Background: an optimization exercise with open tools, aiming at small area and a short achievable clock period. Do not read the settings as production practice.
RTL that was checked went through simulation tests only; none was proved equivalent to the original.
For runs 1 and 2, only the layout was checked, not whether the RTL still works.
In every run shown here, the design's own scripts or RTL, not TritonCTS, make the clock network.
No driver is modelled on the clock port, so clock power and skew are understated where the tree is cut down; a real chip needs a root buffer or a tree.
No activity file was given, so power comes from the tool's default toggle rates.

### design.v
`timescale 1ns / 1ps
module ultrasonido(clk, trig, echo, distancia, init, done);
input init;
input clk;
input echo;
output reg trig;
output reg [8:0] distancia;
output reg done;
reg pr;       
reg pa;       
reg pl;       
reg [22:0] t;
localparam [22:0] INV = 23'h2AAAAA;
wire [22:0] s = t ^ INV;
reg W;
wire [22:0] s_nx = pr ? 23'd1 : {s[21:0], s[22] ^ s[17] ^ (s[21:0] == 22'd0)};
wire zero22 = (s_nx[21:0] == 22'd0);
wire next_z = zero22 & s_nx[22];        
wire cur_z = zero22 & ~s_nx[22];        
wire end_w = s_nx[22] & s_nx[20] & s_nx[19] & s_nx[11] & s_nx[10] & ~s_nx[6];
wire W_nx = next_z | ((W | cur_z) & ~end_w);
reg [10:0] q;
reg [16:0] R;
reg h;
localparam [16:0] ROFF = 17'd31072;
wire last = q[10] & q[8] & q[7] & q[4] & q[1]
          & R[15] & R[12] & R[9] & R[3] & R[2] & R[1] & R[0];
wire [17:0] S = {1'b0, R} + 18'd17;
wire co = S[17];
wire clr = pr | pl | (pa & last);
wire [16:0] R_nx = clr ? ROFF : pa ? (co ? (S[16:0] | ROFF) : S[16:0]) : R;
wire [10:0] q_nx = clr ? 11'd0 : q + {10'd0, pa & co};
wire [8:0] dist_d;
wire trig_d, done_d, pa_d, pl_d, h_d, W_d;
ultrasonido_io io (
	.init(init), .echo(echo), .W(W), .h(h), .done(done), .distancia(distancia),
	.qn(q_nx[8:0]), .Y(W_nx),
	.trig_d(trig_d), .done_d(done_d), .pa_d(pa_d), .pl_d(pl_d), .h_d(h_d),
	.W_d(W_d), .dist_d(dist_d));
always @(posedge clk) begin
	pr <= ~init;
	pa <= pa_d;
	pl <= pl_d;
	t <= s_nx ^ INV;
	q <= q_nx;
	R <= R_nx;
	h <= h_d;
	trig <= trig_d;
	W <= W_d;
	done <= done_d;
	distancia <= dist_d;
end
endmodule
module ultrasonido_io(init, echo, W, h, done, distancia, qn, Y,
                      trig_d, done_d, pa_d, pl_d, h_d, W_d, dist_d);
input init, echo, W, h, done;
input [8:0] distancia, qn;
input Y;
output trig_d, done_d, pa_d, pl_d, h_d, W_d;
output [8:0] dist_d;
wire act = ~W & echo;                   
wire lowev = ~W & ~echo;                
wire ld = lowev & h;                    
assign trig_d = init & W;
assign done_d = init & (done | lowev);
assign pa_d = init & act;
assign pl_d = init & lowev;
assign h_d = init & (act | (h & ~lowev));
assign W_d = ~init | Y;
assign dist_d = init ? (ld ? qn : distancia) : 9'd0;
endmodule
### config.mk
export PLATFORM = sky130hd
export DESIGN_NAME = ultrasonido
export DESIGN_NICKNAME = ultrasonido
export VERILOG_FILES = /design/flow/design.v
export SDC_FILE = /design/flow/constraint.sdc
export NUM_CORES = 4
export LEC_CHECK = 0
export CAP_MARGIN = 20
export CORE_MARGIN = 2
export CORE_UTILIZATION = 70
export SLEW_MARGIN = 20
export SYNTH_HIERARCHICAL = 1
### standard.sh
#!/bin/bash
# synth_recipe.tcl (not shown) runs the flow's synth.tcl, then flattens the netlist and writes it again
# the make line also repeats each setting of config.mk as NAME=value (left out here)
make -C /OpenROAD-flow-scripts/flow DESIGN_CONFIG=/design/flow/config.mk WORK_HOME=/design/flow/orfs CLKGATE_MAP_FILE= SYNTH_SCRIPT=/design/flow/synth_recipe.tcl "${@:-finish}"
### constraint.sdc
create_clock -name core_clock -period 18.0 [get_ports {clk}]
set_input_delay 3.6000 -clock core_clock [delete_from_list [all_inputs] [get_ports {clk}]]
set_output_delay 3.6000 -clock core_clock [all_outputs]
set_load 0.01 [all_outputs]
### flow/clock_leaves.tcl
# POST_CTS hook: replace the clock tree that CTS built by a few clock buffers
# driven straight from the clock port, each driving one vertical stripe of the
# registers (registers sorted by x, cut into equal groups). All registers then
# see the same one-buffer clock path.
proc leaf_clock_tree { master_name nleaves } {
  set block [ord::get_db_block]
  set master [[ord::get_db] findMaster $master_name]
  set clk_net [[$block findBTerm clk] getNet]
  set sinks {}
  foreach inst [$block getInsts] {
    if {![[$inst getMaster] isSequential]} { continue }
    foreach it [$inst getITerms] {
      if {[[$it getMTerm] getName] == "CLK"} { lappend sinks [list [lindex [$inst getLocation] 0] [lindex [$inst getLocation] 1] $it] }
    }
  }
  # the buffers CTS made: every non-register instance whose output net carries the clock
  set dead {}
  foreach inst [$block getInsts] {
    if {[[$inst getMaster] isSequential]} { continue }
    foreach it [$inst getITerms] {
      if {[$it isInputSignal] && [$it getNet] != "NULL" && [[$it getNet] getSigType] == "CLOCK"} { lappend dead $inst; break }
    }
  }
  foreach s $sinks { [lindex $s 2] disconnect }
  foreach inst $dead {
    set nets {}
    foreach it [$inst getITerms] { if {[$it getNet] != "NULL" && [$it getNet] != $clk_net} { lappend nets [$it getNet] } }
    odb::dbInst_destroy $inst
    foreach n $nets { if {[llength [$n getITerms]] == 0 && [llength [$n getBTerms]] == 0} { odb::dbNet_destroy $n } }
  }
  set sinks [lsort -integer -index 0 $sinks]
  set n [llength $sinks]
  for {set k 0} {$k < $nleaves} {incr k} {
    set lo [expr {$k * $n / $nleaves}]; set hi [expr {($k + 1) * $n / $nleaves}]
    set buf [odb::dbInst_create $block $master clkleaf_$k]
    set net [odb::dbNet_create $block clknet_leaf_$k]
    $net setSigType CLOCK
    [$buf findITerm A] connect $clk_net
    [$buf findITerm X] connect $net
    set xs 0; set ys 0
    foreach s [lrange $sinks $lo [expr {$hi - 1}]] {
      [lindex $s 2] connect $net
      set xs [expr {$xs + [lindex $s 0]}]; set ys [expr {$ys + [lindex $s 1]}]
    }
    set m [expr {$hi - $lo}]
    $buf setLocation [expr {int($xs / $m)}] [expr {int($ys / $m)}]
    $buf setPlacementStatus PLACED
  }
  puts "leaf_clock_tree: $n registers on $nleaves x $master_name, removed [llength $dead] cells"
}
### flow/post_cts.tcl
# Runs at the end of ORFS's CTS step (POST_CTS_TCL).
source $::env(FLOW_FLOW_DIR)/clock_leaves.tcl
leaf_clock_tree sky130_fd_sc_hd__clkbuf_16 3
detailed_placement
estimate_parasitics -placement
### flow/run.sh
#!/bin/bash
# The standard ORFS layout (standard.sh) with: faster port buffers, extra
# setup margin for repair_timing, and the clock tree replaced after CTS by a
# few clock buffers on the clock port (flow/clock_leaves.tcl).
export FLOW_FLOW_DIR=$PWD/flow
bash standard.sh BUFFER_PORTS_ARGS="-buffer_cell sky130_fd_sc_hd__buf_2" CTS_ARGS="-sink_clustering_enable -repair_clock_nets -dont_use_dummy_load" SETUP_SLACK_MARGIN=13.3 POST_CTS_TCL=$PWD/flow/post_cts.tcl finish > standard.log 2>&1
==> results of run 1 <==
## registers in the layout, indices dropped and copies added (netlist names)
| signal | flops |
|---|---|
| W | 1 |
| R | 17 |
| q | 11 |
| done | 1 |
| pa | 1 |
| h | 1 |
| pl | 1 |
| distancia | 9 |
| t | 23 |
| pr | 1 |
| trig | 1 |
## stage by stage
| stage | instances | setup WS, ps |
|---|---|---|
| after floorplan | 265 | 13840 |
| after global placement | 315 | 13260 |
| after detailed placement | 315 | 13200 |
| after global routing | 318 | 13460 |
| final | 318 | 13530 |
## per-layer routing
layer	GRT usage (%)	routed length (um)	vias up
met3	3.47	135	5
met4	3.19	24	0
met5	0	0	-
met1	32.0	2300	855
met2	40.9	2120	33
li1	-	-	912
## worst register-to-register path, delay by kind of cell, from the launching register on
family	cells	cell delay [ps]
and+or+nand+nor	6	890
AOI/OAI and AO/OA	1	630
adders and majority gates	2	430
DFF	1	360
xor gates and xnor gates	1	170
buffers and inverters	1	70
muxes	1	70
## final timing paths
| path | start | endpoint | depth (start not counted) |
|---|---|---|---|
| worst min register to register | t[6] | t[7] | 1 |
| worst max register to register | R[2] | distancia[8] | 12 |
| worst max-delay path | echo | distancia[1] | 3 |
| worst min-delay path | t[6] | t[7] | 1 |
## per-module statistics from Yosys, one instance, submodules excluded
module,area [um2],cells,times used
ultrasonido_io,249,39,1
ultrasonido,2310,226,1
## cell usage in the layout (no fill, tap or decap), types with 2 or more instances in the layout
cell type	instances
nand2b_1	12
a31oi_1	2
and2_1	4
or4_1	2
nor2_1	38
and3_1	4
nor4_1	5
or2_2	2
buf_2	13
mux2i_1	11
nor4b_1	2
nand4_1	9
dfxtp_1	67
nor4_2	3
xor2_1	6
nand3_1	10
xnor2_1	16
a31o_2	2
clkbuf_16	3
ha_1	3
nor3_1	5
o21ai_0	3
nand2_1	30
inv_1	4
## cells by family (layout without fill, tap and decap cells)
logic type | after synthesis | count (layout)
fa+ha+maj | 3 | 3
compound gates | 14 | 14
simple gates | 135 | 135
xor+xnor | 22 | 22
buf+inv | 13 | 20
flops | 67 | 67
mux | 11 | 11
## cell usage after synthesis, types with 2 or more instances
| cell type | instances |
|---|---|
| a31o_2 | 2 |
| a31oi_1 | 2 |
| and2_1 | 4 |
| and3_1 | 4 |
| buf_2 | 3 |
| buf_4 | 2 |
| buf_6 | 2 |
| clkbuf_1 | 2 |
| dfxtp_1 | 67 |
| ha_1 | 3 |
| inv_1 | 4 |
| mux2i_1 | 11 |
| nand2_1 | 30 |
| nand2b_1 | 12 |
| nand3_1 | 10 |
| nand4_1 | 9 |
| nor2_1 | 38 |
| nor3_1 | 5 |
| nor4_1 | 5 |
| nor4_2 | 3 |
| nor4b_1 | 2 |
| o21ai_0 | 3 |
| or2_2 | 2 |
| or4_1 | 2 |
| xnor2_1 | 16 |
| xor2_1 | 6 |
## power breakdown
| part | switching (mW) | internal, mW | leakage [nW] |
|---|---|---|---|
| sequential | 0.00101 | 0.149 | 0.542 |
| clock | 0.0356 | 0.0304 | 0.0370 |
| combinational | 0.00276 | 0.00185 | 0.447 |
## cell type report
type | count | area, um2 | share of cell area (%)
tap | 46 | 57.6 | 2.13
sequential | 67 | 1340 | 49.6
buffer | 3 | 75.1 | 2.78
timing repair buffer | 13 | 65.1 | 2.41
multi-input combinational | 185 | 1150 | 42.6
inverter | 4 | 15.0 | 0.555
==> summary.txt, run 1 <==
Setup crit end kind = flip-flop
Slew headroom = 52.7%
IO Pins = 14
Skew-Pair Late Insertion Delay = 150 ps
top-area cell type share of the netlist area = 52.4%
antenna violations before repair = 0
clock-pin slew on the worst setup and hold paths = 90 ps
simple-gate share of the synthesized area = 27.5%
Filler Cells Inserted = 226
post-synthesis cell count = 265
dpl hpwl = 3150 um
R2R setup slack = 15240 ps
Post-synth EDFFs = 0
Critical Path RT = 18070 ps
Net Count, Synth = 271
Final Power = 0.221 mW
outcome = no timing/DRC/antenna violations
ys flop type = dfxtp_1
Worst Tran Pin Value = 700 ps
Die Wd = 64.5 um
Initial DRT Pass Iterations = 4
Final min period = 4470 ps
maxcap violations = 0
Post-Syn Area per Cell = 9.66 um2
IO Port Bufs = 13
vias in the first global route = 1732
XOR/XNOR share of the synthesized area = 7.52%
share of post-route cells with drive strength above 1 = 10.3%
diodes inserted = 0
Power Dens Cells = 81.6 nW/um2
Peak VDD IR = 0.106 mV
clk_skew = 7.61 ps
number of buffers and inverters on the critical path = 1
Area growth syn-to-layout = 5.62%
Nets = 280
asr flop ratio synth = 0%
global-route wire length before repair = 7820 um
post-route ant nets = 0
post-DR wirelength/cell = 14.4 um
Critical Path AT = 4540 ps
WL final = 4580 um
die extent in y = 64.5 um
Crit path largest cell delay = 520 ps
largest family of logic cells by synthesized area = simple AND/OR/NAND/NOR gates
Post-DP Area = 2620 um2
worst hold path type = flip-flop to flip-flop
final hold vios = 0
mux contribution to synthesized area = 4.30%
Core Region = 3420 um2
RSZ-0062 raised after global routing = false
CP max-delay cell = nor3b_4
highest clock rate = 0.224 GHz
largest cells by area after synthesis = dfxtp_1 52%, nor2_1 5.6%, xnor2_1 5.5%
Worst Path Max Fanout = 9
Netlist Area Pre-Place = 2560 um2
part of the cycle the worst path needs = 24.8%
fin area = 2710 um2
crit path launch type = input port
Worst Hold Margin = 395 ps
Post-Synth Adder-Cell Area = 1.47%
starting DRC count in detailed routing = 151
Setup TNS = 0 ps
Slew Viols, Final = 0
final setup vio count = 0
Final GP Congestion = 0.788
largest area contributor in the netlist = dfxtp_1
Leakage Power = 1.03 nW
register area share after synthesis = 52.4%
gr ovfl total = 0
CTS sink cnt = 67
cell breakdown of the critical path = buf_2 -> nor3b_4 -> mux2i_1
final core occ = 79.2%
Netlist cell types = 42
Placement Rows = 21
complex-gate fraction of the synthesized area = 3.91%
drt drc = 0
Crit path max-delay family = simple AND/OR/NAND/NOR gates
Initial Utilization = 75.0%
post-DR vias/cell = 5.68
Yosys Warn Count = 7
WS Path Type = input port to flip-flop
area of the die = 4160 um2
global-route usage over all layers = 23.5%
DR vias = 1805
Synth Register Bits = 67
largest net degree at the start of global routing = 26
==> run 2: changes to the inputs <==
==> flow/run.sh (replaced) <==
#!/bin/bash
# The standard ORFS layout (standard.sh) with: faster port buffers, extra
# setup margin for repair_timing, and the clock tree replaced after CTS by a
# few clock buffers on the clock port (flow/clock_leaves.tcl).
export FLOW_FLOW_DIR=$PWD/flow
bash standard.sh BUFFER_PORTS_ARGS="-buffer_cell sky130_fd_sc_hd__buf_2" CTS_ARGS="-sink_clustering_enable -repair_clock_nets -dont_use_dummy_load" SETUP_SLACK_MARGIN=13.6 POST_CTS_TCL=$PWD/flow/post_cts.tcl finish > standard.log 2>&1
==> summary.txt, run 2 <==
Area growth syn-to-layout = 9.33%
Leakage Power = 1.04 nW
commonest non-fill, non-tap cell in the layout = dfxtp_1
worst hold path type = flip-flop to flip-flop
clk_skew = 10.6 ps
vias in the first global route = 1799
starting DRC count in detailed routing = 138
drt drc = 0
gr ovfl total = 0
share of post-route cells with drive strength above 1 = 14.3%
met2 WL = 2320 um
Critical Path RT = 18070 ps
Placement Rows = 21
Yosys Warn Count = 7
most frequent cell after synthesis = dfxtp_1
Netlist cell types = 42
Core Region = 3420 um2
Final GP Congestion = 0.788
clock-pin slew on the worst setup and hold paths = 90 ps
Setup crit end kind = flip-flop
global-route usage over all layers = 24.5%
largest area contributor in the netlist = dfxtp_1
Die Wd = 64.5 um
post-route ant nets = 0
DR vias = 1863
Initial DRT Pass Iterations = 4
Critical Path AT = 4390 ps
final hold vios = 0
Nets = 281
Final min period = 4320 ps
maxcap violations = 0
IO Pins = 14
Initial Utilization = 75.0%
Slew Viols, Final = 0
Post-Syn Area per Cell = 9.66 um2
asr flop ratio synth = 0%
Max Used Layer = met4
Slew headroom = 53.5%
area of the die = 4160 um2
Synth Register Bits = 67
met1 WL = 2320 um
RSZ-0062 raised after global routing = false
Skew-Pair Late Insertion Delay = 150 ps
highest clock rate = 0.232 GHz
largest registers = t (23), R (17), q (11)
Net Count, Synth = 271
filler-free cell count of the finished design = 319
WL final = 4850 um
post-DR vias/cell = 5.84
Placed Cells = 315
ys flop type = dfxtp_1
met3 WL = 194 um
Netlist Area Pre-Place = 2560 um2
final setup vio count = 0
most frequent cells in the layout = 57 x dfxtp_1, 38 x nor2_1, 30 x nand2_1
antenna violations before repair = 0
Post-synth EDFFs = 0
register area share after synthesis = 52.4%
crit path launch type = input port
most instantiated cells after synthesis = 67 x dfxtp_1, 38 x nor2_1, 30 x nand2_1
Power Dens Cells = 79.1 nW/um2
max FFs per register = 23
post-synthesis cell count = 265
top-area cell type share of the netlist area = 52.4%
part of the cycle the worst path needs = 24.0%
Biggest register = t
Setup TNS = 0 ps
Worst Path Max Fanout = 8
Peak VDD IR = 0.0942 mV
largest net degree at the start of global routing = 26
largest cells by area after synthesis = dfxtp_1 52%, nor2_1 5.6%, xnor2_1 5.5%
global-route wire length before repair = 8140 um
CTS sink cnt = 67
die extent in y = 64.5 um
diodes inserted = 0
outcome = no timing/DRC/antenna violations
IO Port Bufs = 13
post-DR wirelength/cell = 15.2 um
WS Path Type = input port to flip-flop
dpl hpwl = 3150 um
Worst Tran Pin Value = 688 ps
run 2: cell types whose count changed in the layout (fill, tap and decap cells not counted), sizes merged:
cell,change
buf,+1
run 2: layer usage:
metal	global-route usage [%]	up-vias
met2	43.1	50
met1	32.1	896
met5	0	-
met3	4.17	2
met4	4.79	0
li1	-	915
run 2: report_power, final:
part           leakage [nW]  switching, mW  internal (mW)
Combinational         0.460        0.00282        0.00186
Clock                0.0370         0.0363         0.0304
Sequential            0.547        0.00109          0.149
run 2: kinds of logic (layout without fill, tap and decap cells):
kind of cell	after synthesis	after routing	share of synthesized area, %
buffers and inverters	13	21	2.93
adder cells (fa/ha/maj)	3	3	1.47
XOR/XNOR	22	22	7.52
multiplexers	11	11	4.30
AO/OA/AOI/OAI	14	14	3.91
flip-flops	67	67	52.4
AND/OR/NAND/NOR	135	135	27.5
run 2: final cells by class:
cell class	count	area [um2]
Buffer	3	75.1
Fill cell	198	616
Inverter	4	15.0
Multi-Input combinational cell	185	1150
Sequential cell	67	1350
Tap cell	46	57.6
Timing Repair Buffer	14	148
run 2: critical path, cell delays in order:
cell     delay, ps
buf_2          140
nor3b_4        280
buf_12         170
mux2i_1        200
run 2: per-module statistics from Yosys, one instance, submodules excluded:
module,cells,flip-flops and latches,copies in the design,cell area [um2]
ultrasonido,226,67,1,2310
ultrasonido_io,39,0,1,249
run 2: stage by stage:
stage	setup slack, ps	hold WS [ps]	util, %	total power, mW	area, um2
after floorplan	13840	364	-	0.157	2560
after global placement	13260	371	76.8	0.158	2620
after detailed placement	13200	380	76.8	0.158	2620
after global routing	13640	418	82.0	0.227	2800
final	13680	397	82.0	0.222	2800
run 2: worst paths after layout:
| check | end | startpoint | slack (ps) | cells past startpoint |
|---|---|---|---|---|
| worst min register to register | t[7] | t[6] | 400 | 1 |
| worst max register to register | distancia[8] | pa | 15250 | 12 |
| worst max-delay path | distancia[1] | echo | 13680 | 4 |
| worst min-delay path | t[7] | t[6] | 400 | 1 |
==> run 3: changes to the inputs <==
--- a/design.v
+++ b/design.v
@@ -35,3 +35,3 @@
 ultrasonido_io io (
-	.init(init), .echo(echo), .W(W), .h(h), .done(done), .distancia(distancia),
+	.init(init), .echo(echo), .W(W), .h(h), .Kn(W | ~h), .done(done), .distancia(distancia),
 	.qn(q_nx[8:0]), .Y(W_nx),
@@ -53,5 +53,6 @@
 endmodule
-module ultrasonido_io(init, echo, W, h, done, distancia, qn, Y,
+module ultrasonido_io(init, echo, W, h, Kn, done, distancia, qn, Y,
                       trig_d, done_d, pa_d, pl_d, h_d, W_d, dist_d);
 input init, echo, W, h, done;
+input Kn;                               
 input [8:0] distancia, qn;
@@ -62,3 +63,3 @@
 wire lowev = ~W & ~echo;                
-wire ld = lowev & h;                    
+wire ld = ~(echo | Kn);                 
 assign trig_d = init & W;
@@ -69,3 +70,3 @@
 assign W_d = ~init | Y;
-assign dist_d = init ? (ld ? qn : distancia) : 9'd0;
+assign dist_d = ld ? (qn & {9{init}}) : (distancia & {9{init}});
 endmodule
==> flow/run.sh (replaced) <==
#!/bin/bash
# The standard ORFS layout (standard.sh) with: faster port buffers, extra
# setup margin for repair_timing, and the clock tree replaced after CTS by a
# few clock buffers on the clock port (flow/clock_leaves.tcl).
export FLOW_FLOW_DIR=$PWD/flow
bash standard.sh BUFFER_PORTS_ARGS="-buffer_cell sky130_fd_sc_hd__buf_2" CTS_ARGS="-sink_clustering_enable -repair_clock_nets -dont_use_dummy_load" SETUP_SLACK_MARGIN=13.3 POST_CTS_TCL=$PWD/flow/post_cts.tcl finish > standard.log 2>&1
==> summary.txt, run 3 <==
max FFs per register = 23
Initial Utilization = 72.1%
highest clock rate = 0.228 GHz
IO Port Bufs = 13
largest registers = t (23), R (17), q (11)
Area growth syn-to-layout = 4.81%
Slew Viols, Final = 0
Power Dens Cells = 80.7 nW/um2
Leakage Power = 1.03 nW
Worst Path Max Fanout = 14
internal power consumption = 0.181 mW
Net Sw Frac = 17.6%
die extent in y = 64.9 um
Sw Pwr = 0.0388 mW
crit path launch type = input port
largest cells by area after synthesis = dfxtp_1 52%, nor2_1 5.3%, xnor2_1 5.1%
post-DR wirelength/cell = 14.1 um
Post-synth EDFFs = 0
top-area cell type share of the netlist area = 51.6%
dpl hpwl = 3080 um
WL final = 4510 um
most instantiated cells after synthesis = 67 x dfxtp_1, 37 x nor2_1, 21 x nand2_1
gr ovfl total = 0
antenna violations before repair = 0
clock-pin slew on the worst setup and hold paths = 90 ps
drt drc = 0
Skew-Pair Late Insertion Delay = 160 ps
sequential share of power = 68.3%
clk_skew = 13.2 ps
worst hold path type = flip-flop to flip-flop
IO Pins = 14
Biggest register = t
Netlist cell types = 43
Setup crit end kind = flip-flop
post-route ant nets = 0
post-synthesis cell count = 266
DR vias = 1800
maxcap violations = 0
asr flop ratio synth = 0%
Final min period = 4380 ps
Post-Syn Area per Cell = 9.77 um2
power share of the clock group = 29.7%
outcome = no timing/DRC/antenna violations
diodes inserted = 0
Critical Path AT = 4410 ps
Synth Register Bits = 67
vias in the first global route = 1747
Peak VDD IR = 0.103 mV
part of the cycle the worst path needs = 24.3%
pre-CTS WS = 13450 ps
ys flop type = dfxtp_1
share of post-route cells with drive strength above 1 = 11.1%
Final WS setup = 13620 ps
Worst Tran Pin Value = 989 ps
fin area = 2720 um2
Yosys Warn Count = 7
most frequent cell after synthesis = dfxtp_1
area of the die = 4220 um2
Critical Path RT = 18020 ps
Netlist Area Pre-Place = 2600 um2
Post-DP Area = 2650 um2
Nets = 279
global-route wire length before repair = 8050 um
final core occ = 75.5%
commonest non-fill, non-tap cell in the layout = dfxtp_1
Core Region = 3610 um2
Setup TNS = 0 ps
CTS sink cnt = 67
Filler Cells Inserted = 261
RSZ-0062 raised after global routing = false
Initial DRT Pass Iterations = 4
Final GP Congestion = 0.782
final setup vio count = 0
post-DR vias/cell = 5.64
Placement Rows = 22
final hold vios = 0
largest net degree at the start of global routing = 27
most frequent cells in the layout = 67 x dfxtp_1, 37 x nor2_1, 21 x nand2_1
Slew headroom = 33.6%
WS Path Type = input port to flip-flop
register area share after synthesis = 51.6%
Comb power frac = 2.0%
Net Count, Synth = 272
global-route usage over all layers = 23.8%
R2R setup slack = 14720 ps
Die Wd = 64.9 um
starting DRC count in detailed routing = 108
largest area contributor in the netlist = dfxtp_1
## run 3: cell count changes after synthesis, moves of 2 or more
| cell | before | now |
|---|---|---|
| mux2i_1 | 11 | 2 |
| o211ai_1 | 0 | 9 |
| xor2_1 | 6 | 8 |
| nand3_1 | 10 | 12 |
| o211a_1 | 0 | 2 |
| nand2_1 | 30 | 21 |
| or2_1 | 0 | 2 |
| nor4_1 | 5 | 7 |
| o21ai_2 | 0 | 9 |
| nor4_2 | 3 | 0 |
| or2_2 | 2 | 0 |
## run 3: path summary, 6_finish.rpt
path         start      endpoint  cells past startpoint
min reg2reg  t[12]         t[13]                      1
max           echo  distancia[1]                      3
min          t[12]         t[13]                      1
max reg2reg     pa  distancia[8]                     12
## run 3: cell type report
class | count | area (um2) | area share, %
tap | 48 | 60.1 | 2.20
sequential | 67 | 1340 | 49.2
inverter | 3 | 11.3 | 0.413
multi-input combinational | 185 | 1170 | 43.0
timing repair buffer | 13 | 65.1 | 2.39
buffer | 3 | 75.1 | 2.76
## run 3: Yosys stat by module (local to each module, per instance)
module | cell area, um2 | flip-flops and latches | cells
ultrasonido | 2310 | 67 | 225
ultrasonido_io | 292 | 0 | 41
## run 3: stage by stage
step,power [mW],hold WS (ps),cells
after detailed placement,0.158,377,316
after global placement,0.158,370,316
final,0.220,379,319
after floorplan,0.157,364,266
after global routing,0.227,405,319
## run 3: kinds of logic after synthesis
| family | count (synthesis) | synth area share, % |
|---|---|---|
| compound gates | 31 | 10.0 |
| xor+xnor | 23 | 7.75 |
| fa+ha+maj | 3 | 1.44 |
| buf+inv | 14 | 3.32 |
| flops | 67 | 51.6 |
| mux | 2 | 0.770 |
| simple gates | 126 | 25.1 |
## run 3: worst max-delay path, stage by stage
cell	delay, ps
buf_2	220
or2_1	460
o21ai_2	120
## run 3: power by group through the flow
stage | Sequential [mW] | Clock, mW | Combinational, mW
6_report | 0.150 | 0.0652 | 0.00449
2_1_floorplan | 0.153 | 0 | 0.00416
3_3_place_gp | 0.154 | 0 | 0.00435
3_5_place_dp | 0.154 | 0 | 0.00447
5_1_grt | 0.150 | 0.0717 | 0.00506
## run 3: per-layer routing
layer	GRT usage, %	vias to the layer above	wire length [um]
met5	0	-	0
met4	3.99	0	31
met3	3.13	5	116
met2	40.2	25	2140
met1	33.2	837	2230
li1	-	933	-
==> run 4: changes to the inputs <==
==> flow/post_cts.tcl (replaced) <==
# Runs at the end of ORFS's CTS step (POST_CTS_TCL).
source $::env(FLOW_FLOW_DIR)/clock_leaves.tcl
leaf_clock_tree sky130_fd_sc_hd__clkbuf_8 4
detailed_placement
estimate_parasitics -placement
==> summary.txt, run 4 <==
IO Port Bufs = 13
die extent in y = 64.9 um
post-DR vias/cell = 5.64
Slew headroom = 35.8%
min-delay src = t[0]
top-area cell type share of the netlist area = 51.6%
global-route usage over all layers = 23.8%
WL final = 4430 um
met3 WL = 98 um
Netlist cell types = 43
Post-Syn Area per Cell = 9.77 um2
Slew Viols, Final = 0
Core Region = 3610 um2
largest net degree at the start of global routing = 27
ys flop type = dfxtp_1
worst flop-to-flop path startpoint = pa
most frequent cell after synthesis = dfxtp_1
final hold vios = 0
worst hold stages = 1
gr ovfl total = 0
DR vias = 1804
part of the cycle the worst path needs = 24.3%
Worst Tran Pin Value = 956 ps
Power Dens Cells = 78.0 nW/um2
Placement Rows = 22
largest cells by area after synthesis = dfxtp_1 52%, nor2_1 5.3%, xnor2_1 5.1%
Nets = 280
Hold EP = t[1]
WS Path Type = input port to flip-flop
R2R setup slack = 14690 ps
Yosys Warn Count = 7
RSZ-0062 raised after global routing = false
Worst Hold Margin = 392 ps
CP max-delay cell = or2_1
commonest non-fill, non-tap cell in the layout = dfxtp_1
Final GP Congestion = 0.782
Area growth syn-to-layout = 4.04%
Initial Utilization = 72.1%
worst hold path type = flip-flop to flip-flop
most frequent cells in the layout = 67 x dfxtp_1, 37 x nor2_1, 21 x nand2_1
Crit path largest cell delay = 460 ps
maxcap violations = 0
Critical Path AT = 4410 ps
clock-pin slew on the worst setup and hold paths = 90 ps
cells on worst reg2reg path = 12
Initial DRT Pass Iterations = 4
starting DRC count in detailed routing = 106
met2 WL = 2090 um
largest area contributor in the netlist = dfxtp_1
diodes inserted = 0
largest registers = t (23), R (17), q (11)
area of the die = 4220 um2
Skew-Pair Late Insertion Delay = 160 ps
Final min period = 4380 ps
Leakage Power = 1.02 nW
Worst Path Max Fanout = 14
Netlist Area Pre-Place = 2600 um2
Placed Cells = 316
Post-synth EDFFs = 0
Filler Cells Inserted = 274
crit path launch type = input port
dpl hpwl = 3080 um
Setup crit end kind = flip-flop
CTS sink cnt = 67
global-route wire length before repair = 8000 um
Setup TNS = 0 ps
Peak VDD IR = 0.0892 mV
R2R Path End = distancia[8]
antenna violations before repair = 0
most instantiated cells after synthesis = 67 x dfxtp_1, 37 x nor2_1, 21 x nand2_1
pre-CTS WS = 13450 ps
post-DR wirelength/cell = 13.8 um
filler-free cell count of the finished design = 320
clk_skew = 18.0 ps
highest clock rate = 0.228 GHz
cell breakdown of the critical path = buf_2 -> or2_1 -> o21ai_2
post-synthesis cell count = 266
Biggest register = t
vias in the first global route = 1769
IO Pins = 14
final setup vio count = 0
outcome = no timing/DRC/antenna violations
max FFs per register = 23
Synth Register Bits = 67
asr flop ratio synth = 0%
post-route ant nets = 0
Critical Path RT = 18030 ps
Die Wd = 64.9 um
Max Used Layer = met4
share of post-route cells with drive strength above 1 = 11.4%
register area share after synthesis = 51.6%
drt drc = 0
Final WS setup = 13620 ps
Net Count, Synth = 272
met1 WL = 2220 um
run 4: metal layers:
layer,global-route usage [%],vias up
met5,0,-
met4,4.26,0
met3,4.51,2
met2,40.1,23
met1,32.3,846
li1,-,933
run 4: layout make-up:
class / instances / area (um2) / share of cell area [%]
Sequential cell: 67 / 1340 / 49.6
Multi-Input combinational cell: 185 / 1170 / 43.3
Timing Repair Buffer: 13 / 65.1 / 2.41
Tap cell: 48 / 60.1 / 2.22
Buffer: 4 / 55.1 / 2.04
Inverter: 3 / 11.3 / 0.416
run 4: through the flow:
| step | cell area, um2 | total power [mW] | utilization [%] |
|---|---|---|---|
| 2_1_floorplan | 2600 | 0.157 | - |
| 3_3_place_gp | 2650 | 0.158 | 73.5 |
| 3_5_place_dp | 2650 | 0.158 | 73.5 |
| 5_1_grt | 2700 | 0.219 | 75.0 |
| 6_report | 2700 | 0.211 | 75.0 |
run 4: kinds of logic after synthesis:
kind of cell / synth area share, %
AOI/OAI and AO/OA: 10.0
xor gates and xnor gates: 7.75
adders and majority gates: 1.44
buffers and inverters: 3.32
DFF: 51.6
muxes: 0.770
and+or+nand+nor: 25.1
run 4: power breakdown:
part           internal, mW  leakage, nW  switching (mW)
registers             0.149        0.542         0.00109
clock network        0.0206       0.0288          0.0357
logic               0.00164        0.452         0.00281
run 4: critical path: cells and delay by family:
kind / cells / cell delay [ps]
buffers and inverters: 1 / 220
AOI/OAI and AO/OA: 1 / 120
and+or+nand+nor: 1 / 460
run 4: worst max path at each step:
stage                         to  slack (ps)  cells after the start  startpoint
floorplan           distancia[0]       13860                      3        echo
global placement    distancia[6]       13490                      3        echo
finish              distancia[1]       13620                      3        echo
detailed placement  distancia[1]       13450                      3        echo
global route        distancia[3]       13540                      3        echo
run 4: modules after synthesis, one instance, submodules excluded:
module | flops+latches | times used | area (um2) | cells
ultrasonido | 67 | 1 | 2310 | 225
ultrasonido_io | 0 | 1 | 292 | 41
==> run 5: changes to the inputs <==
==> flow/run.sh (replaced) <==
#!/bin/bash
# The standard ORFS layout (standard.sh), in two runs of make:
#  1. synthesis to CTS, after which the clock tree is replaced by a few clock
#     buffers on the clock port (flow/post_cts.tcl, flow/clock_leaves.tcl);
#  2. global route to the end, with a larger setup margin for repair_timing.
set -e
export FLOW_FLOW_DIR=$PWD/flow
bash standard.sh BUFFER_PORTS_ARGS="-buffer_cell sky130_fd_sc_hd__buf_2" CTS_ARGS="-sink_clustering_enable -repair_clock_nets -dont_use_dummy_load" SETUP_SLACK_MARGIN=13.0 POST_CTS_TCL=$PWD/flow/post_cts.tcl cts > standard_to_cts.log 2>&1
bash standard.sh BUFFER_PORTS_ARGS="-buffer_cell sky130_fd_sc_hd__buf_2" CTS_ARGS="-sink_clustering_enable -repair_clock_nets -dont_use_dummy_load" SETUP_SLACK_MARGIN=13.0 SETUP_SLACK_MARGIN=13.8 POST_CTS_TCL=$PWD/flow/post_cts.tcl finish > standard_finish.log 2>&1
==> summary.txt, run 5 <==
maxcap violations = 0
area of the die = 4220 um2
Slew headroom = 35.1%
Final GP Congestion = 0.782
largest family of logic cells by synthesized area = simple AND/OR/NAND/NOR gates
post-DR vias/cell = 5.74
share of post-route cells with drive strength above 1 = 16.1%
IO Port Bufs = 13
largest cells by area after synthesis = dfxtp_1 52%, nor2_1 5.3%, xnor2_1 5.1%
Nets = 281
global-route wire length before repair = 8000 um
IO Pins = 14
Post-DP Area = 2650 um2
Critical Path RT = 18070 ps
register area = 1360 um2
Netlist cell types = 43
Biggest register = t
Area growth syn-to-layout = 7.66%
WS Path Type = input port to flip-flop
clk_skew = 15.7 ps
global-route usage over all layers = 23.8%
largest registers = t (23), R (17), q (11)
Initial Utilization = 72.1%
Setup crit end kind = flip-flop
max FFs per register = 23
Peak VDD IR = 0.0980 mV
Final min period = 4220 ps
Filler Cells Inserted = 246
post-route ant nets = 0
most instantiated cells after synthesis = 67 x dfxtp_1, 37 x nor2_1, 21 x nand2_1
antenna violations before repair = 0
clock-pin slew on the worst setup and hold paths = 90 ps
Worst Tran Pin Value = 967 ps
fin area = 2800 um2
XOR/XNOR share of the synthesized area = 7.75%
starting DRC count in detailed routing = 105
commonest non-fill, non-tap cell in the layout = dfxtp_1
complex-gate fraction of the synthesized area = 10.0%
largest area contributor in the netlist = dfxtp_1
Initial DRT Pass Iterations = 4
Critical Path AT = 4290 ps
Placement Rows = 22
crit path launch type = input port
top-area cell type share of the netlist area = 51.6%
Yosys Warn Count = 7
Post-Syn Area per Cell = 9.77 um2
die extent in y = 64.9 um
Core Region = 3610 um2
WL final = 4910 um
RSZ-0062 raised after global routing = true
worst hold path type = flip-flop to flip-flop
Worst Path Max Fanout = 15
mux contribution to synthesized area = 0.770%
highest clock rate = 0.237 GHz
Power Dens Cells = 75.5 nW/um2
final setup vio count = 0
ys flop type = dfxtp_1
Leakage Power = 1.04 nW
gr ovfl total = 0
Setup TNS = 0 ps
drt drc = 0
most frequent cells in the layout = 56 x dfxtp_1, 37 x nor2_1, 21 x nand2_1
outcome = no timing/DRC/antenna violations
vias in the first global route = 1769
part of the cycle the worst path needs = 23.5%
simple-gate share of the synthesized area = 25.1%
Post-synth EDFFs = 0
asr flop ratio synth = 0%
final hold vios = 0
dpl hpwl = 3080 um
diodes inserted = 0
Skew-Pair Late Insertion Delay = 160 ps
post-DR wirelength/cell = 15.3 um
register area share after synthesis = 51.6%
Net Count, Synth = 272
most frequent cell after synthesis = dfxtp_1
post-synthesis cell count = 266
DR vias = 1841
Die Wd = 64.9 um
CTS sink cnt = 67
Worst Hold Margin = 392 ps
largest net degree at the start of global routing = 27
Slew Viols, Final = 0
Synth Register Bits = 67
multi-input logic area = 1180 um2
Post-Synth Adder-Cell Area = 1.44%
Netlist Area Pre-Place = 2600 um2
-- run 5: power by group --
group	total [mW]	internal [mW]	switching [mW]
Combinational	0.00473	0.00177	0.00295
Sequential	0.150	0.149	0.00115
Clock	0.0563	0.0206	0.0357
-- run 5: kinds of logic after synthesis --
family          count (synthesis)
mux                             2
simple gates                  126
buf+inv                        14
fa+ha+maj                       3
xor+xnor                       23
compound gates                 31
flops                          67
-- run 5: metrics by stage --
stage	cells	util, %	power [mW]	setup slack (ps)
2_1_floorplan	266	-	0.157	13860
3_3_place_gp	316	73.5	0.158	13490
3_5_place_dp	316	73.5	0.158	13450
5_1_grt	321	77.6	0.219	13750
6_report	321	77.6	0.211	13780
-- run 5: layout make-up --
cell class	count	area share [%]
multi-input combinational	186	42.3
timing repair buffer	13	4.79
inverter	3	0.403
sequential	67	48.4
buffer	4	1.97
tap	48	2.15
-- run 5: worst max-delay path, stage by stage --
cell	delay [ps]
buf_2	190
or2_4	310
o21ai_2	190
-- run 5: modules after synthesis, one instance, submodules excluded --
module	flops+latches	cell area [um2]
ultrasonido	67	2310
ultrasonido_io	0	292
-- run 5: path summary, 6_finish.rpt --
kind         startpoint      endpoint  slack, ps  cells after the start
max                echo  distancia[1]      13780                      3
min               t[20]         t[21]        390                      1
max reg2reg          pa  distancia[8]      14640                     12
min reg2reg       t[20]         t[21]        390                      1
-- run 5: routing by layer --
metal,global-route usage [%],vias up,part of all wire [%]
met5,0,-,0
met4,4.26,0,0.61
met3,4.51,3,2.5
met2,40.1,31,51
met1,32.3,869,46
li1,-,938,-
==> run 6: changes to the inputs <==
--- a/flow/run.sh
+++ b/flow/run.sh
@@ -8,2 +8,2 @@
 bash standard.sh BUFFER_PORTS_ARGS="-buffer_cell sky130_fd_sc_hd__buf_2" CTS_ARGS="-sink_clustering_enable -repair_clock_nets -dont_use_dummy_load" SETUP_SLACK_MARGIN=13.0 POST_CTS_TCL=$PWD/flow/post_cts.tcl cts > standard_to_cts.log 2>&1
-bash standard.sh BUFFER_PORTS_ARGS="-buffer_cell sky130_fd_sc_hd__buf_2" CTS_ARGS="-sink_clustering_enable -repair_clock_nets -dont_use_dummy_load" SETUP_SLACK_MARGIN=13.0 SETUP_SLACK_MARGIN=13.8 POST_CTS_TCL=$PWD/flow/post_cts.tcl finish > standard_finish.log 2>&1
+bash standard.sh BUFFER_PORTS_ARGS="-buffer_cell sky130_fd_sc_hd__buf_2" CTS_ARGS="-sink_clustering_enable -repair_clock_nets -dont_use_dummy_load" SETUP_SLACK_MARGIN=13.0 SETUP_SLACK_MARGIN=13.8 TNS_END_PERCENT=0 POST_CTS_TCL=$PWD/flow/post_cts.tcl finish > standard_finish.log 2>&1
==> summary.txt, run 6 <==
max FFs per register = 23
Final min period = 4220 ps
post-DR wirelength/cell = 14.6 um
largest registers = t (23), R (17), q (11)
Post-synth EDFFs = 0
antenna violations before repair = 0
outcome = no timing/DRC/antenna violations
highest clock rate = 0.237 GHz
Nets = 280
ys flop type = dfxtp_1
CTS sink cnt = 67
part of the cycle the worst path needs = 23.5%
Skew-Pair Late Insertion Delay = 160 ps
Die Wd = 64.9 um
most frequent cells in the layout = 56 x dfxtp_1, 37 x nor2_1, 21 x nand2_1
R2R setup slack = 14670 ps
Worst Tran Pin Value = 963 ps
cell breakdown of the critical path = buf_2 -> or2_4 -> o21ai_2
WL final = 4660 um
clock-pin slew on the worst setup and hold paths = 90 ps
Final Power = 0.211 mW
min-delay src = t[0]
clk_skew = 18.4 ps
worst hold path type = flip-flop to flip-flop
Filler Cells Inserted = 256
RSZ-0062 raised after global routing = true
cells on worst reg2reg path = 12
die extent in y = 64.9 um
final setup vio count = 0
WS Path Type = input port to flip-flop
number of buffers and inverters on the critical path = 1
area of the die = 4220 um2
gr ovfl total = 0
Netlist cell types = 43
fin area = 2750 um2
Netlist Area Pre-Place = 2600 um2
top-area cell type share of the netlist area = 51.6%
Critical Path AT = 4310 ps
Core Region = 3610 um2
Critical Path RT = 18080 ps
worst hold stages = 1
largest area contributor in the netlist = dfxtp_1
Post-Syn Area per Cell = 9.77 um2
register area share after synthesis = 51.6%
Crit path max-delay family = simple AND/OR/NAND/NOR gates
global-route usage over all layers = 23.8%
most instantiated cells after synthesis = 67 x dfxtp_1, 37 x nor2_1, 21 x nand2_1
largest net degree at the start of global routing = 27
Net Count, Synth = 272
Biggest register = t
IO Pins = 14
final core occ = 76.1%
Peak VDD IR = 0.0997 mV
largest cells by area after synthesis = dfxtp_1 52%, nor2_1 5.3%, xnor2_1 5.1%
Setup TNS = 0 ps
crit path launch type = input port
Yosys Warn Count = 7
drt drc = 0
Setup crit end kind = flip-flop
Stages on worst setup path = 3
worst flop-to-flop path startpoint = pa
post-route ant nets = 0
global-route wire length before repair = 8000 um
vias in the first global route = 1769
Final WS setup = 13780 ps
Slew Viols, Final = 0
CP max-delay cell = or2_4
Area growth syn-to-layout = 5.63%
Power Dens Cells = 76.9 nW/um2
register area = 1360 um2
Slew headroom = 35.3%
Placement Rows = 22
diodes inserted = 0
most frequent cell after synthesis = dfxtp_1
share of post-route cells with drive strength above 1 = 15.8%
post-synthesis cell count = 266
Critical Path Source = echo
Initial Utilization = 72.1%
starting DRC count in detailed routing = 104
post-DR vias/cell = 5.71
Synth Register Bits = 67
Post-DP Area = 2650 um2
Initial DRT Pass Iterations = 4
Worst Path Max Fanout = 14
asr flop ratio synth = 0%
DR vias = 1827
final hold vios = 0
maxcap violations = 0
Crit path largest cell delay = 350 ps
multi-input logic area = 1170 um2
pre-CTS WS = 13450 ps
dpl hpwl = 3080 um
Leakage Power = 1.03 nW
Final GP Congestion = 0.782
commonest non-fill, non-tap cell in the layout = dfxtp_1
IO Port Bufs = 13
## run 6: cell type report
type	instances	area share, %
sequential	67	49.4
multi-input combinational	185	42.8
timing repair buffer	13	3.28
tap	48	2.19
buffer	4	2.01
inverter	3	0.410
## run 6: kinds of logic after synthesis
| family | count (synthesis) | synth area share (%) |
|---|---|---|
| mux | 2 | 0.770 |
| fa+ha+maj | 3 | 1.44 |
| xor+xnor | 23 | 7.75 |
| buf+inv | 14 | 3.32 |
| simple gates | 126 | 25.1 |
| compound gates | 31 | 10.0 |
| flops | 67 | 51.6 |
## run 6: path summary, 6_finish.rpt
| path | endpoint |
|---|---|
| max | distancia[7] |
| min | t[1] |
| max reg2reg | distancia[8] |
| min reg2reg | t[1] |
## run 6: power by group
part	switching (mW)	leakage, nW	internal, mW
combinational	0.00286	0.458	0.00177
sequential	0.00112	0.547	0.149
clock	0.0358	0.0288	0.0206
total	0.0398	1.03	0.171
## run 6: routing by layer
layer  track usage [%]  part of all wire (%)  wire [um]  vias to the layer above
li1                  -                     -          -                      933
met1              32.3                    49       2280                      869
met3              4.51                   1.8         86                        2
met5                 0                     0          0                        -
met4              4.26                  0.52         24                        0
met2              40.1                    49       2270                       23
## run 6: modules after synthesis (local to each module, per instance)
module,cells inside,flops+latches
ultrasonido,225,67
ultrasonido_io,41,0
## run 6: worst reg2reg max path, cell delays in order (launching register included)
cell and delay [ps]:
dfxtp_1 530, nand3_1 390, or2_4 380, or4_4 580
inv_1 90, ha_1 180, ha_1 190, and3_1 240
nand4_1 140, xor2_1 160, nor2_1 140, nand2_1 100
o21ai_2 140
## run 6: metrics by stage
stage               cells  hold slack, ps
floorplan             266             364
global placement      316             370
detailed placement    316             377
global route          320             399
finish                320             386
==> run 7: changes to the inputs <==
--- a/flow/run.sh
+++ b/flow/run.sh
@@ -8,2 +8,2 @@
 bash standard.sh BUFFER_PORTS_ARGS="-buffer_cell sky130_fd_sc_hd__buf_2" CTS_ARGS="-sink_clustering_enable -repair_clock_nets -dont_use_dummy_load" SETUP_SLACK_MARGIN=13.0 POST_CTS_TCL=$PWD/flow/post_cts.tcl cts > standard_to_cts.log 2>&1
-bash standard.sh BUFFER_PORTS_ARGS="-buffer_cell sky130_fd_sc_hd__buf_2" CTS_ARGS="-sink_clustering_enable -repair_clock_nets -dont_use_dummy_load" SETUP_SLACK_MARGIN=13.0 SETUP_SLACK_MARGIN=13.8 TNS_END_PERCENT=0 POST_CTS_TCL=$PWD/flow/post_cts.tcl finish > standard_finish.log 2>&1
+bash standard.sh BUFFER_PORTS_ARGS="-buffer_cell sky130_fd_sc_hd__buf_2" CTS_ARGS="-sink_clustering_enable -repair_clock_nets -dont_use_dummy_load" SETUP_SLACK_MARGIN=13.0 SETUP_SLACK_MARGIN=13.65 POST_CTS_TCL=$PWD/flow/post_cts.tcl finish > standard_finish.log 2>&1
==> summary.txt, run 7 <==
Filler Cells Inserted = 273
Post-synth EDFFs = 0
outcome = no timing/DRC/antenna violations
Power Dens Cells = 77.9 nW/um2
Worst Path Max Fanout = 2
Hold EP = t[1]
Initial DRT Pass Iterations = 4
highest clock rate = 0.236 GHz
largest cells by area after synthesis = dfxtp_1 52%, nor2_1 5.3%, xnor2_1 5.1%
complex-gate fraction of the synthesized area = 10.0%
largest area contributor in the netlist = dfxtp_1
WL final = 4430 um
mux contribution to synthesized area = 0.770%
crit path launch type = flip-flop
Slew headroom = 36.4%
clock-pin slew on the worst setup and hold paths = 90 ps
asr flop ratio synth = 0%
CP max-delay cell = dfxtp_1
number of buffers and inverters on the critical path = 1
Synth Register Bits = 67
Crit path max-delay family = flip-flops
Skew-Pair Late Insertion Delay = 160 ps
Worst Tran Pin Value = 947 ps
Final min period = 4240 ps
Area growth syn-to-layout = 4.14%
Netlist Area Pre-Place = 2600 um2
IO Pins = 14
DR vias = 1808
Post-Synth Adder-Cell Area = 1.44%
Slew Viols, Final = 0
Critical Path AT = 640 ps
Core Region = 3610 um2
cells on worst reg2reg path = 12
largest registers = t (23), R (17), q (11)
post-synthesis cell count = 266
Final GP Congestion = 0.782
Biggest register = t
post-DR wirelength/cell = 13.8 um
gr ovfl total = 0
share of post-route cells with drive strength above 1 = 11.8%
maxcap violations = 0
clk_skew = 18.1 ps
Setup TNS = 0 ps
Critical Path RT = 14400 ps
Post-Syn Area per Cell = 9.77 um2
post-route ant nets = 0
largest family of logic cells by synthesized area = simple AND/OR/NAND/NOR gates
worst hold stages = 1
worst hold path type = flip-flop to flip-flop
largest net degree at the start of global routing = 27
area of the die = 4220 um2
most frequent cells in the layout = 67 x dfxtp_1, 37 x nor2_1, 21 x nand2_1
simple-gate share of the synthesized area = 25.1%
top-area cell type share of the netlist area = 51.6%
final hold vios = 0
starting DRC count in detailed routing = 100
Nets = 280
commonest non-fill, non-tap cell in the layout = dfxtp_1
Placement Rows = 22
post-DR vias/cell = 5.65
dpl hpwl = 3080 um
antenna violations before repair = 0
global-route wire length before repair = 8000 um
diodes inserted = 0
IO Port Bufs = 13
Die Wd = 64.9 um
Leakage Power = 1.02 nW
WS Path Type = flip-flop to primary output
final core occ = 75.1%
min-delay src = t[0]
most frequent cell after synthesis = dfxtp_1
global-route usage over all layers = 23.8%
ys flop type = dfxtp_1
filler-free cell count of the finished design = 320
Initial Utilization = 72.1%
die extent in y = 64.9 um
Peak VDD IR = 0.0890 mV
part of the cycle the worst path needs = 23.5%
Net Count, Synth = 272
RSZ-0062 raised after global routing = false
R2R setup slack = 14700 ps
CTS sink cnt = 67
XOR/XNOR share of the synthesized area = 7.75%
final setup vio count = 0
cell breakdown of the critical path = buf_2
vias in the first global route = 1769
Crit path largest cell delay = 350 ps
max FFs per register = 23
Setup crit end kind = primary output
Yosys Warn Count = 7
Placed Cells = 316
Netlist cell types = 43
drt drc = 0
R2R Path End = distancia[8]
worst flop-to-flop path startpoint = pa
most instantiated cells after synthesis = 67 x dfxtp_1, 37 x nor2_1, 21 x nand2_1
register area share after synthesis = 51.6%
run 7: cell counts after synthesis:
No cell type changed its count.
run 7: stage by stage:
step | hold WS, ps | area, um2 | power (mW) | setup slack [ps]
2_1_floorplan | 364 | 2600 | 0.157 | 13860
3_3_place_gp | 370 | 2650 | 0.158 | 13490
3_5_place_dp | 377 | 2650 | 0.158 | 13450
5_1_grt | 403 | 2710 | 0.219 | 13730
6_report | 392 | 2710 | 0.211 | 13760
run 7: where the power goes:
part | switching (mW) | internal, mW
clock | 0.0357 | 0.0206
sequential | 0.00108 | 0.149
combinational | 0.00285 | 0.00164
total | 0.0396 | 0.171
run 7: cell families (layout without fill, tap and decap cells):
kind of cell	Yosys count	after routing
flops	67	67
buf+inv	14	20
fa+ha+maj	3	3
xor+xnor	23	23
mux	2	2
simple gates	126	126
compound gates	31	31
run 7: final cells by class:
type                       instances  area (um2)  area share [%]
buffer                             4        55.1            2.03
inverter                           3        11.3           0.416
multi-input combinational        185        1170            43.4
sequential                        67        1340            49.6
tap                               48        60.1            2.22
timing repair buffer              13        65.1            2.40
run 7: worst max path at each step:
stage | to | depth (start not counted) | slack [ps] | from
floorplan | distancia[0] | 3 | 13860 | echo
global route | distancia[8] | 1 | 13730 | distancia[8]
detailed placement | distancia[1] | 3 | 13450 | echo
finish | distancia[8] | 1 | 13760 | distancia[8]
global placement | distancia[6] | 3 | 13490 | echo
run 7: per-module statistics from Yosys, one instance, submodules excluded:
module | area, um2 | cells inside | copies in the design
ultrasonido | 2310 | 225 | 1
ultrasonido_io | 292 | 41 | 1
run 7: per-layer routing:
metal / global-route usage [%] / part of all wire (%)
met5: 0 / 0
met4: 4.26 / 0.68
met3: 4.51 / 2.6
met2: 40.1 / 47
met1: 32.3 / 49
==> run 8: changes to the inputs <==
--- a/flow/run.sh
+++ b/flow/run.sh
@@ -8,2 +8,2 @@
 bash standard.sh BUFFER_PORTS_ARGS="-buffer_cell sky130_fd_sc_hd__buf_2" CTS_ARGS="-sink_clustering_enable -repair_clock_nets -dont_use_dummy_load" SETUP_SLACK_MARGIN=13.0 POST_CTS_TCL=$PWD/flow/post_cts.tcl cts > standard_to_cts.log 2>&1
-bash standard.sh BUFFER_PORTS_ARGS="-buffer_cell sky130_fd_sc_hd__buf_2" CTS_ARGS="-sink_clustering_enable -repair_clock_nets -dont_use_dummy_load" SETUP_SLACK_MARGIN=13.0 SETUP_SLACK_MARGIN=13.65 POST_CTS_TCL=$PWD/flow/post_cts.tcl finish > standard_finish.log 2>&1
+bash standard.sh BUFFER_PORTS_ARGS="-buffer_cell sky130_fd_sc_hd__buf_2" CTS_ARGS="-sink_clustering_enable -repair_clock_nets -dont_use_dummy_load" SETUP_SLACK_MARGIN=13.0 SETUP_SLACK_MARGIN=13.7 TNS_END_PERCENT=0 POST_CTS_TCL=$PWD/flow/post_cts.tcl finish > standard_finish.log 2>&1
==> summary.txt, run 8 <==
Worst Hold Margin = 392 ps
dpl hpwl = 3080 um
Critical Path AT = 640 ps
CTS sink cnt = 67
worst hold path type = flip-flop to flip-flop
Setup crit end kind = primary output
largest cells by area after synthesis = dfxtp_1 52%, nor2_1 5.3%, xnor2_1 5.1%
Slew headroom = 36.4%
met2 usage = 40.1%
power share of the clock group = 26.7%
drt drc = 0
part of the cycle the worst path needs = 23.5%
most instantiated cells after synthesis = 67 x dfxtp_1, 37 x nor2_1, 21 x nand2_1
Initial Utilization = 72.1%
final setup vio count = 0
WS Path Type = flip-flop to primary output
Final GP Congestion = 0.782
IO Port Bufs = 13
largest registers = t (23), R (17), q (11)
Critical Path RT = 14400 ps
Net Sw Frac = 18.8%
global-route wire length before repair = 8000 um
maxcap violations = 0
Netlist cell types = 43
most frequent cells in the layout = 67 x dfxtp_1, 37 x nor2_1, 21 x nand2_1
RSZ-0062 raised after global routing = false
DR vias = 1808
Setup TNS = 0 ps
gr ovfl total = 0
asr flop ratio synth = 0%
Placement Rows = 22
area of the die = 4220 um2
most frequent cell after synthesis = dfxtp_1
outcome = no timing/DRC/antenna violations
Post-synth EDFFs = 0
Yosys Warn Count = 7
Final min period = 4240 ps
Crit path largest cell delay = 350 ps
crit path launch type = flip-flop
Biggest register = t
Netlist Area Pre-Place = 2600 um2
Slew Viols, Final = 0
Area growth syn-to-layout = 4.14%
Sw Pwr = 0.0396 mW
Initial DRT Pass Iterations = 4
cell breakdown of the critical path = buf_2
post-DR wirelength/cell = 13.8 um
post-synthesis cell count = 266
Crit path max-delay family = flip-flops
ys flop type = dfxtp_1
sequential share of power = 71.2%
commonest non-fill, non-tap cell in the layout = dfxtp_1
share of post-route cells with drive strength above 1 = 11.8%
Nets = 280
CP max-delay cell = dfxtp_1
vias in the first global route = 1769
R2R setup slack = 14700 ps
internal power consumption = 0.171 mW
diodes inserted = 0
largest area contributor in the netlist = dfxtp_1
largest net degree at the start of global routing = 27
Global Route met3 Usage = 4.51%
Worst Path Max Fanout = 2
top-area cell type share of the netlist area = 51.6%
WL final = 4430 um
Skew-Pair Late Insertion Delay = 160 ps
final hold vios = 0
highest clock rate = 0.236 GHz
clock-pin slew on the worst setup and hold paths = 90 ps
die extent in y = 64.9 um
number of buffers and inverters on the critical path = 1
Comb power frac = 2.1%
Core Region = 3610 um2
register area share after synthesis = 51.6%
post-DR vias/cell = 5.65
max FFs per register = 23
global route hottest layer = met2
Power Dens Cells = 77.9 nW/um2
Leakage Power = 1.02 nW
Worst Tran Pin Value = 947 ps
Peak VDD IR = 0.0890 mV
IO Pins = 14
antenna violations before repair = 0
Synth Register Bits = 67
Net Count, Synth = 272
Die Wd = 64.9 um
Post-Syn Area per Cell = 9.77 um2
met1 Use GR = 32.3%
starting DRC count in detailed routing = 100
clk_skew = 18.1 ps
post-route ant nets = 0
global-route usage over all layers = 23.8%
==> run 8: cell counts in the layout (fill, tap and decap cells not counted) <==
Identical to the previous run, type by type.
==> run 8: layout make-up <==
cell class	instances	area (um2)
plain buffers	4	55.1
fillers	273	900
inverters	3	11.3
multi-input cells	185	1170
flip-flops and latches	67	1340
well taps	48	60.1
repair buffers	13	65.1
==> run 8: logic make-up (layout without fill, tap and decap cells) <==
family	count (synthesis)	count (layout)	share of synthesized area [%]
DFF	67	67	51.6
muxes	2	2	0.770
adders and majority gates	3	3	1.44
and+or+nand+nor	126	126	25.1
buffers and inverters	14	20	3.32
AOI/OAI and AO/OA	31	31	10.0
xor gates and xnor gates	23	23	7.75
==> run 8: final timing paths <==
check                             startpoint      endpoint  cells after the start
worst min register to register          t[0]          t[1]                      1
worst max-delay path            distancia[8]  distancia[8]                      1
worst min-delay path                    t[0]          t[1]                      1
worst max register to register            pa  distancia[8]                     12
==> run 8: power by group through the flow <==
| stage | logic (mW) | registers [mW] | clock network (mW) |
|---|---|---|---|
| floorplan | 0.00416 | 0.153 | 0 |
| detailed placement | 0.00447 | 0.154 | 0 |
| finish | 0.00449 | 0.150 | 0.0563 |
| global route | 0.00509 | 0.150 | 0.0632 |
| global placement | 0.00435 | 0.154 | 0 |
==> run 8: routing by layer <==
| metal | vias up | part of all wire (%) |
|---|---|---|
| met5 | - | 0 |
| met4 | 0 | 0.68 |
| met3 | 3 | 2.6 |
| met2 | 24 | 47 |
| met1 | 848 | 49 |
| li1 | 933 | - |
==> run 8: through the flow <==
step / power [mW] / worst slack, ps / instances / area, um2 / utilization, %
finish: 0.211 / 13760 / 320 / 2710 / 75.1
global route: 0.219 / 13730 / 320 / 2710 / 75.1
detailed placement: 0.158 / 13450 / 316 / 2650 / 73.5
global placement: 0.158 / 13490 / 316 / 2650 / 73.5
floorplan: 0.157 / 13860 / 266 / 2600 / -
==> run 8: Yosys stat by module (local to each module, per instance) <==
| module | cells | cell area [um2] |
|---|---|---|
| ultrasonido | 225 | 2310 |
| ultrasonido_io | 41 | 292 |
==> run 9: changes to the inputs <==
--- a/flow/run.sh
+++ b/flow/run.sh
@@ -8,2 +8,2 @@
 bash standard.sh BUFFER_PORTS_ARGS="-buffer_cell sky130_fd_sc_hd__buf_2" CTS_ARGS="-sink_clustering_enable -repair_clock_nets -dont_use_dummy_load" SETUP_SLACK_MARGIN=13.0 POST_CTS_TCL=$PWD/flow/post_cts.tcl cts > standard_to_cts.log 2>&1
-bash standard.sh BUFFER_PORTS_ARGS="-buffer_cell sky130_fd_sc_hd__buf_2" CTS_ARGS="-sink_clustering_enable -repair_clock_nets -dont_use_dummy_load" SETUP_SLACK_MARGIN=13.0 SETUP_SLACK_MARGIN=13.7 TNS_END_PERCENT=0 POST_CTS_TCL=$PWD/flow/post_cts.tcl finish > standard_finish.log 2>&1
+bash standard.sh BUFFER_PORTS_ARGS="-buffer_cell sky130_fd_sc_hd__buf_2" CTS_ARGS="-sink_clustering_enable -repair_clock_nets -dont_use_dummy_load" SETUP_SLACK_MARGIN=13.0 SETUP_SLACK_MARGIN=13.7 POST_CTS_TCL=$PWD/flow/post_cts.tcl finish > standard_finish.log 2>&1
==> summary.txt, run 9 <==
Setup TNS = 0 ps
post-DR wirelength/cell = 13.8 um
worst hold stages = 1
CTS sink cnt = 67
WS Path Type = flip-flop to primary output
RSZ-0062 raised after global routing = false
gr ovfl total = 0
Final min period = 4240 ps
Nets = 280
simple-gate share of the synthesized area = 25.1%
Final GP Congestion = 0.782
Worst Tran Pin Value = 947 ps
top-area cell type share of the netlist area = 51.6%
Post-synth EDFFs = 0
starting DRC count in detailed routing = 100
Critical Path RT = 14400 ps
Crit path largest cell delay = 350 ps
final hold vios = 0
Synth Register Bits = 67
Hold EP = t[1]
worst hold path type = flip-flop to flip-flop
Slew Viols, Final = 0
IO Port Bufs = 13
crit path launch type = flip-flop
largest family of logic cells by synthesized area = simple AND/OR/NAND/NOR gates
register area share after synthesis = 51.6%
worst flop-to-flop path startpoint = pa
largest area contributor in the netlist = dfxtp_1
Initial Utilization = 72.1%
outcome = no timing/DRC/antenna violations
share of post-route cells with drive strength above 1 = 11.8%
post-synthesis cell count = 266
global-route wire length before repair = 8000 um
Placement Rows = 22
pre-CTS WS = 13450 ps
Post-Synth Adder-Cell Area = 1.44%
antenna violations before repair = 0
most frequent cells in the layout = 67 x dfxtp_1, 37 x nor2_1, 21 x nand2_1
Yosys Warn Count = 7
Final WS setup = 13760 ps
Critical Path AT = 640 ps
Slew headroom = 36.4%
Leakage Power = 1.02 nW
highest clock rate = 0.236 GHz
Area growth syn-to-layout = 4.14%
final setup vio count = 0
Final Power = 0.211 mW
commonest non-fill, non-tap cell in the layout = dfxtp_1
R2R setup slack = 14700 ps
Setup crit end kind = primary output
register area = 1340 um2
CP max-delay cell = dfxtp_1
XOR/XNOR share of the synthesized area = 7.75%
DR vias = 1808
Netlist Area Pre-Place = 2600 um2
Initial DRT Pass Iterations = 4
Power Dens Cells = 77.9 nW/um2
clk_skew = 18.1 ps
Peak VDD IR = 0.0890 mV
Crit path max-delay family = flip-flops
cell breakdown of the critical path = buf_2
drt drc = 0
Worst Hold Margin = 392 ps
dpl hpwl = 3080 um
complex-gate fraction of the synthesized area = 10.0%
vias in the first global route = 1769
largest registers = t (23), R (17), q (11)
ys flop type = dfxtp_1
diodes inserted = 0
die extent in y = 64.9 um
area of the die = 4220 um2
clock-pin slew on the worst setup and hold paths = 90 ps
part of the cycle the worst path needs = 23.5%
largest net degree at the start of global routing = 27
Worst Path Max Fanout = 2
number of buffers and inverters on the critical path = 1
Net Count, Synth = 272
Die Wd = 64.9 um
max FFs per register = 23
Filler Cells Inserted = 273
most instantiated cells after synthesis = 67 x dfxtp_1, 37 x nor2_1, 21 x nand2_1
post-DR vias/cell = 5.65
Core Region = 3610 um2
Skew-Pair Late Insertion Delay = 160 ps
Post-Syn Area per Cell = 9.77 um2
mux contribution to synthesized area = 0.770%
global-route usage over all layers = 23.8%
cells on worst reg2reg path = 12
post-route ant nets = 0
min-delay src = t[0]
R2R Path End = distancia[8]
multi-input logic area = 1170 um2
most frequent cell after synthesis = dfxtp_1
IO Pins = 14
asr flop ratio synth = 0%
maxcap violations = 0
Biggest register = t
WL final = 4430 um
largest cells by area after synthesis = dfxtp_1 52%, nor2_1 5.3%, xnor2_1 5.1%
Netlist cell types = 43
-- run 9: final cells by class --
cell class	instances	area share, %
plain buffers	4	2.03
inverters	3	0.416
multi-input cells	185	43.4
flip-flops and latches	67	49.6
well taps	48	2.22
repair buffers	13	2.40
-- run 9: per-stage QoR --
step	area [um2]	utilization, %	instances
finish	2710	75.1	320
global route	2710	75.1	320
detailed placement	2650	73.5	316
global placement	2650	73.5	316
floorplan	2600	-	266
-- run 9: routing by layer --
metal / up-vias / global-route usage (%) / share of wire [%] / wire length [um]
met2: 24 / 40.1 / 47 / 2100
met3: 3 / 4.51 / 2.6 / 114
li1: 933 / - / - / -
met1: 848 / 32.3 / 49 / 2180
met4: 0 / 4.26 / 0.68 / 30
met5: - / 0 / 0 / 0
-- run 9: cells by family after synthesis --
group / count (synthesis)
simple gates: 126
compound gates: 31
mux: 2
xor+xnor: 23
flops: 67
fa+ha+maj: 3
buf+inv: 14
-- run 9: worst max-delay path by stage --
| stage | slack [ps] | from | endpoint | cells after the start |
|---|---|---|---|---|
| after floorplan | 13860 | echo | distancia[0] | 3 |
| final | 13760 | distancia[8] | distancia[8] | 1 |
| after global placement | 13490 | echo | distancia[6] | 3 |
| after detailed placement | 13450 | echo | distancia[1] | 3 |
| after global routing | 13730 | distancia[8] | distancia[8] | 1 |
-- run 9: report_power, final --
part / switching [mW] / internal, mW / leakage (nW) / total [mW]
Clock: 0.0357 / 0.0206 / 0.0288 / 0.0563
Sequential: 0.00108 / 0.149 / 0.542 / 0.150
Combinational: 0.00285 / 0.00164 / 0.454 / 0.00449
-- run 9: modules after synthesis, one instance, submodules excluded --
module          cells  times used  flip-flops and latches  cell area [um2]
ultrasonido       225           1                      67             2310
ultrasonido_io     41           1                       0              292

==> re-timing with driven ports <==
How much do the figures lean on ideal ports? The routed layouts below were timed once more, with nothing changed but the port constraints. Step 1: set_driving_cell puts a clkbuf_16 on clk and a buf_2 on each other input, an assumption about the parent block. Step 2, shift: input delay + t, output delay - t, t = (earliest + latest rising clock arrival at the registers) / 2. This alone moves slack from input paths to output paths. Slacks: no drivers / after step 1 / after step 2; pairs: no drivers / after step 1.
run | t, ns | slack for setup (ns) | worst hold slack (ns) | worst register clock-pin slew, ns | cell pins on the clock port's net
run 1 | 0.200 | 13.529 / 13.562 / 13.362 | 0.395 / 0.395 / 0.395 | 0.09 / 0.09 | 3
run 2 | 0.200 | 13.681 / 13.706 / 13.506 | 0.397 / 0.397 / 0.397 | 0.09 / 0.09 | 3
run 3 | 0.204 | 13.618 / 13.653 / 13.449 | 0.379 / 0.379 / 0.379 | 0.09 / 0.09 | 3
run 4 | 0.204 | 13.623 / 13.651 / 13.447 | 0.392 / 0.392 / 0.392 | 0.11 / 0.11 | 4
run 5 | 0.204 | 13.777 / 13.728 / 13.602 | 0.392 / 0.392 / 0.392 | 0.11 / 0.11 | 4
run 6 | 0.204 | 13.777 / 13.738 / 13.604 | 0.386 / 0.386 / 0.386 | 0.11 / 0.11 | 4
run 7 | 0.204 | 13.762 / 13.713 / 13.624 | 0.392 / 0.392 / 0.392 | 0.11 / 0.11 | 4
run 8 | 0.204 | 13.762 / 13.713 / 13.624 | 0.392 / 0.392 / 0.392 | 0.11 / 0.11 | 4
run 9 | 0.204 | 13.762 / 13.713 / 13.624 | 0.392 / 0.392 / 0.392 | 0.11 / 0.11 | 4
After both steps setup and hold are still met in every run listed. The setup slack of run 4, which loses most, moves by +0.028 ns with the drivers and by -0.176 ns with both steps.
